Background: an optimization exercise with open tools, aiming at small area, a short achievable clock period and few clock cycles per item. Do not read the settings as production practice. Only simulation tests tie the RTL to the original design; equivalence was not proved.

## v38
==> flow/design.v <==
`timescale 1ns / 1ps
module decision_tree_pipelined #(
    parameter MAX_NODES  = 64,
    parameter MAX_DEPTH  = 6,
    parameter ADDR_WIDTH = $clog2(MAX_NODES)
)(
    input  logic         clk,
    input  logic         rst,
    input  logic  [7:0]  market_input,
    input  logic         start,
    output logic  [1:0]  action,
    output logic         action_valid,
    input  logic                  sw_we,
    input  logic [ADDR_WIDTH-1:0] sw_addr,
    input  logic                  sw_data_is_leaf,
    input  logic [7:0]            sw_data_threshold,
    input  logic                  sw_data_less_than,
    input  logic [ADDR_WIDTH-1:0] sw_data_left_idx,
    input  logic [ADDR_WIDTH-1:0] sw_data_right_idx,
    input  logic [1:0]            sw_data_action
);
localparam AW = ADDR_WIDTH;               
localparam W  = 8 + 2*AW;                 
localparam TH = W - 1;                    
localparam FA = 2*AW - 1;                 
localparam FB = AW - 1;                   
function automatic logic lt8(input logic [7:0] x, input logic [7:0] t);
    logic [7:0] l, e;
    logic       r, p;
    l = ~x & t;
    e = ~(x ^ t);
    r = 1'b0;
    for (int i = 0; i < 8; i++) begin
        p = l[i];
        for (int j = i + 1; j < 8; j++)
            p = p & e[j];
        r = r | p;
    end
    lt8 = r;
endfunction
logic [W-1:0] mem [0:MAX_NODES-1];
logic          w_never;
logic [7:0]    w_t;
logic [AW-1:0] w_a, w_b;
logic [W-1:0]  w_d;
always_comb begin
    w_never = sw_data_less_than ? (sw_data_threshold == 8'h00)
                                : (sw_data_threshold == 8'hff);
    if (sw_data_is_leaf) begin
        w_t = 8'h00;
        w_a = sw_data_left_idx;
        w_b = {sw_data_right_idx[AW-1:2], sw_data_action};
    end else if (w_never) begin
        w_t = 8'hff;
        w_a = sw_data_right_idx;
        w_b = sw_data_right_idx;
    end else if (sw_data_less_than) begin
        w_t = sw_data_threshold;
        w_a = sw_data_left_idx;
        w_b = sw_data_right_idx;
    end else begin
        w_t = sw_data_threshold + 8'd1;
        w_a = sw_data_right_idx;
        w_b = sw_data_left_idx;
    end
    w_d = {w_t, w_a, w_b};
end
logic          wr_v;
logic          wr_is0;          
logic [7:0]    wr_hi, wr_lo;
logic [W-1:0]  wr_d;
always_ff @(posedge clk) begin
    wr_v    <= sw_we;
    wr_is0  <= (sw_addr == '0);
    wr_hi   <= sw_we ? (8'd1 << sw_addr[5:3]) : 8'd0;
    wr_lo   <= 8'd1 << sw_addr[2:0];
    wr_d    <= w_d;
end
genvar i;
generate
    for (i = 0; i < MAX_NODES; i++) begin : word
        always_ff @(posedge clk) begin
            if (wr_hi[i/8] && wr_lo[i%8])
                mem[i] <= wr_d;
        end
    end
endgenerate
logic [15:0] a3, a4, a5;                  
logic [W-1:0] rd3, rd4;
logic [2:0]   rd5;                        
logic [W-1:0] g3, g4;
logic [2:0]   g5;
always_comb begin
    rd3 = '0; rd4 = '0; rd5 = '0;
    for (int h = 0; h < 8; h++) begin
        g3 = '0; g4 = '0; g5 = '0;
        for (int l = 0; l < 8; l++) begin
            g3 = g3 | (mem[8*h+l] & {W{a3[l]}});
            g4 = g4 | (mem[8*h+l] & {W{a4[l]}});
            g5 = g5 | ({mem[8*h+l][TH -: 8] == 8'd0, mem[8*h+l][1:0]} & {3{a5[l]}});
        end
        rd3 = rd3 | (g3 & {W{a3[8+h]}});
        rd4 = rd4 | (g4 & {W{a4[8+h]}});
        rd5 = rd5 | (g5 & {3{a5[8+h]}});
    end
end
logic q1, q2, q3, q4;
always_ff @(posedge clk) begin
    q1 <= wr_v;
    q2 <= q1 & !wr_v;
    q3 <= q2 & !wr_v;
    q4 <= q3 & !wr_v;
end
logic [7:0]   c1a_t;                      
logic [1:0]   c1a_act;                    
logic [W-1:0] c1b;                        
logic [W-1:0] c2aa, c2ab, c2ba, c2bb;     
always_ff @(posedge clk) begin
    if (q1) begin c1a_t <= rd3[TH -: 8]; c1a_act <= rd3[1:0]; c1b <= rd4; end
    if (q3) begin c2aa <= rd3; c2ab <= rd4; end
    if (q4) begin c2ba <= rd3; c2bb <= rd4; end
end
logic       v_in;
logic [7:0] x_in;
always_ff @(posedge clk or posedge rst) begin
    if (rst) v_in <= 1'b0;
    else     v_in <= start;
end
always_ff @(posedge clk) x_in <= market_input;
logic       v_w;
logic [7:0] x_w;
always_ff @(posedge clk or posedge rst) begin
    if (rst) v_w <= 1'b0;
    else     v_w <= v_in;
end
always_ff @(posedge clk) x_w <= x_in;
logic       e1_c0, e1_c1, e1_r;
logic [1:0] e1_act;
logic [W-1:0] n0;
logic [7:0]   d1_t;
logic [1:0]   d1_act;
always_comb begin
    n0 = mem[0];
    e1_c0 = lt8(x_w, n0[TH -: 8]);
    d1_t   = e1_c0 ? c1a_t   : c1b[TH -: 8];
    d1_act = e1_c0 ? c1a_act : c1b[1:0];
    e1_c1 = e1_c0 ? lt8(x_w, c1a_t) : lt8(x_w, c1b[TH -: 8]);
    if ((n0[TH -: 8] == 8'd0)) begin
        e1_r = 1'b1; e1_act = n0[1:0];
    end else begin
        e1_r = (d1_t == 8'd0); e1_act = d1_act;
    end
end
logic       s1_v [0:2];
logic       s1_r [0:2];
logic [1:0] s1_act [0:2];
logic [7:0] s1_x [0:2];
logic [1:0] s1_k [0:2];
always_ff @(posedge clk or posedge rst) begin
    if (rst) begin
        s1_v[0] <= 1'b0; s1_v[1] <= 1'b0; s1_v[2] <= 1'b0;
    end else begin
        s1_v[0] <= v_w; s1_v[1] <= s1_v[0]; s1_v[2] <= s1_v[1];
    end
end
always_ff @(posedge clk) begin
    s1_r[0] <= e1_r; s1_act[0] <= e1_act; s1_x[0] <= x_w; s1_k[0] <= {e1_c0, e1_c1};
    for (int k = 1; k < 3; k++) begin
        s1_r[k] <= s1_r[k-1]; s1_act[k] <= s1_act[k-1];
        s1_x[k] <= s1_x[k-1]; s1_k[k] <= s1_k[k-1];
    end
end
logic [3:0]    e2_cmp;         
always_comb begin
    e2_cmp[3] = lt8(s1_x[2], c2aa[TH -: 8]);
    e2_cmp[2] = lt8(s1_x[2], c2ab[TH -: 8]);
    e2_cmp[1] = lt8(s1_x[2], c2ba[TH -: 8]);
    e2_cmp[0] = lt8(s1_x[2], c2bb[TH -: 8]);
end
logic       t2_v, t2_r;
logic [3:0] t2_cmp;
logic [1:0] t2_act, t2_k;
logic [7:0] t2_x;
always_ff @(posedge clk or posedge rst) begin
    if (rst) t2_v <= 1'b0;
    else     t2_v <= s1_v[2];
end
always_ff @(posedge clk) begin
    t2_r <= s1_r[2]; t2_act <= s1_act[2]; t2_x <= s1_x[2]; t2_k <= s1_k[2];
    t2_cmp <= e2_cmp;
end
logic          e2_r;
logic [1:0]    e2_act;
logic [AW-1:0] e2_n;
logic [W-1:0]  d2;             
always_comb begin
    case (t2_k)
        2'b11:   d2 = c2aa;
        2'b10:   d2 = c2ab;
        2'b01:   d2 = c2ba;
        default: d2 = c2bb;
    endcase
    e2_n   = t2_cmp[t2_k] ? d2[FA -: AW] : d2[FB -: AW];
    e2_r   = t2_r | (d2[TH -: 8] == 8'd0);
    e2_act = t2_r ? t2_act : d2[1:0];
end
logic       s3_v, s3_r;
logic [1:0] s3_act;
logic [7:0] s3_x;
logic       r3_v, r3_r;
logic [1:0] r3_act;
logic [7:0] r3_x;
logic [W-1:0] r3_d;
logic       s4_v, s4_r;
logic [1:0] s4_act;
logic [7:0] s4_x;
logic       r4_v, r4_r;
logic [1:0] r4_act;
logic [7:0] r4_x;
logic [W-1:0] r4_d;
logic       s5_v, s5_r;
logic [1:0] s5_act;
always_ff @(posedge clk or posedge rst) begin
    if (rst) begin
        s3_v <= 1'b0; r3_v <= 1'b0; s4_v <= 1'b0; r4_v <= 1'b0; s5_v <= 1'b0;
    end else begin
        s3_v <= t2_v; r3_v <= s3_v; s4_v <= r3_v; r4_v <= s4_v; s5_v <= r4_v;
    end
end
always_ff @(posedge clk) begin
    s3_r <= e2_r; s3_act <= e2_act; s3_x <= t2_x;
    r3_r <= s3_r; r3_act <= s3_act; r3_x <= s3_x; r3_d <= rd3;
    s4_r <= r3_r | (r3_d[TH -: 8] == 8'd0);
    s4_act <= r3_r ? r3_act : r3_d[1:0];
    s4_x <= r3_x;
    r4_r <= s4_r; r4_act <= s4_act; r4_x <= s4_x; r4_d <= rd4;
    s5_r <= r4_r | (r4_d[TH -: 8] == 8'd0);
    s5_act <= r4_r ? r4_act : r4_d[1:0];
end
logic [AW-1:0] n3_nx, n4_nx, n5_nx;
always_comb begin
    if (wr_v) begin
        n3_nx = wr_is0 ? wr_d[FA -: AW] : mem[0][FA -: AW];
        n4_nx = wr_is0 ? wr_d[FB -: AW] : mem[0][FB -: AW];
    end else if (q2) begin
        n3_nx = r3_d[FA -: AW];
        n4_nx = r3_d[FB -: AW];
    end else if (q3) begin
        n3_nx = c1b[FA -: AW];
        n4_nx = c1b[FB -: AW];
    end else begin
        n3_nx = e2_n;
        n4_nx = lt8(r3_x, r3_d[TH -: 8]) ? r3_d[FA -: AW] : r3_d[FB -: AW];
    end
    n5_nx = lt8(r4_x, r4_d[TH -: 8]) ? r4_d[FA -: AW] : r4_d[FB -: AW];
end
always_ff @(posedge clk) begin
    a3 <= {8'd1 << n3_nx[5:3], 8'd1 << n3_nx[2:0]};
    a4 <= {8'd1 << n4_nx[5:3], 8'd1 << n4_nx[2:0]};
    a5 <= {8'd1 << n5_nx[5:3], 8'd1 << n5_nx[2:0]};
end
logic       o_v;
logic [1:0] o_act;
always_ff @(posedge clk or posedge rst) begin
    if (rst) begin
        o_v          <= 1'b0;
        o_act        <= '0;
        action       <= '0;
        action_valid <= 1'b0;
    end else begin
        o_v          <= s5_v & (s5_r | rd5[2]);
        o_act        <= s5_r ? s5_act : rd5[1:0];
        action       <= o_act;
        action_valid <= o_v;
    end
end
endmodule
export LEC_CHECK = 0
export CAP_MARGIN = 20
export CORE_MARGIN = 2
export CORE_UTILIZATION = 30
export CTS_CLUSTER_DIAMETER = 300
export CTS_CLUSTER_SIZE = 25
export PLACE_DENSITY = 0.75
export SETUP_SLACK_MARGIN = 3.6
export SLEW_MARGIN = 20
create_clock -name core_clock -period 6.0 [get_ports {clk}]
run.sh (not shown) runs the stock make flow with config.mk's settings and CLKGATE_MAP_FILE= SYNTH_SCRIPT=/design/flow/synth_recipe.tcl, a recipe that flattens the netlist after the stock synthesis.
Testbench counts of v38, summed over its fixed seeds: cycles 21,440, items 20,480.
#### Input delta (v25 over v38)
Settings: clearing PLACE_DENSITY, which used to be 0.75; swapping 25 for 20 in CTS_CLUSTER_SIZE.
--- outcome ---
Via-per-instance ratio, v38 and v25: larger value in v38
Per the comparison of v25 with v38, core footprint shows no meaningful change; final critical-path share of the clock period shows a reduction of 5.1 points.

==> re-timing with driven ports <==
The flow's constraints put no driver on any port. The routed layouts listed below were extracted and timed again, unchanged, in two steps.
Step 1 sets driving cells, clkbuf_16 on the clock port and buf_2 on the other inputs (assumed; they add their load-dependent delay and slew).
Step 2 moves the port delays by t, midway between the first and last clock arrival at a register: inputs arrive t later, outputs are due t later. That takes back most of the time a late clock gives input paths.
Three values: ideal ports, drivers, drivers and shift; two values: the first two.
run	t, ns	setup slack, ns	worst setup path after step 2	clock arrival spread, ns	cell pins on the clock port's net
v38	0.842	3.174 / 3.174 / 2.824	input to register	0.084 / 0.085	1
v25	0.866	3.483 / 3.448 / 2.858	input to register	0.048 / 0.048	1
After both steps setup and hold are still met in every run listed. For v25, which loses most, drivers alone change the setup slack by -0.035 ns; drivers and shift together by -0.625 ns.
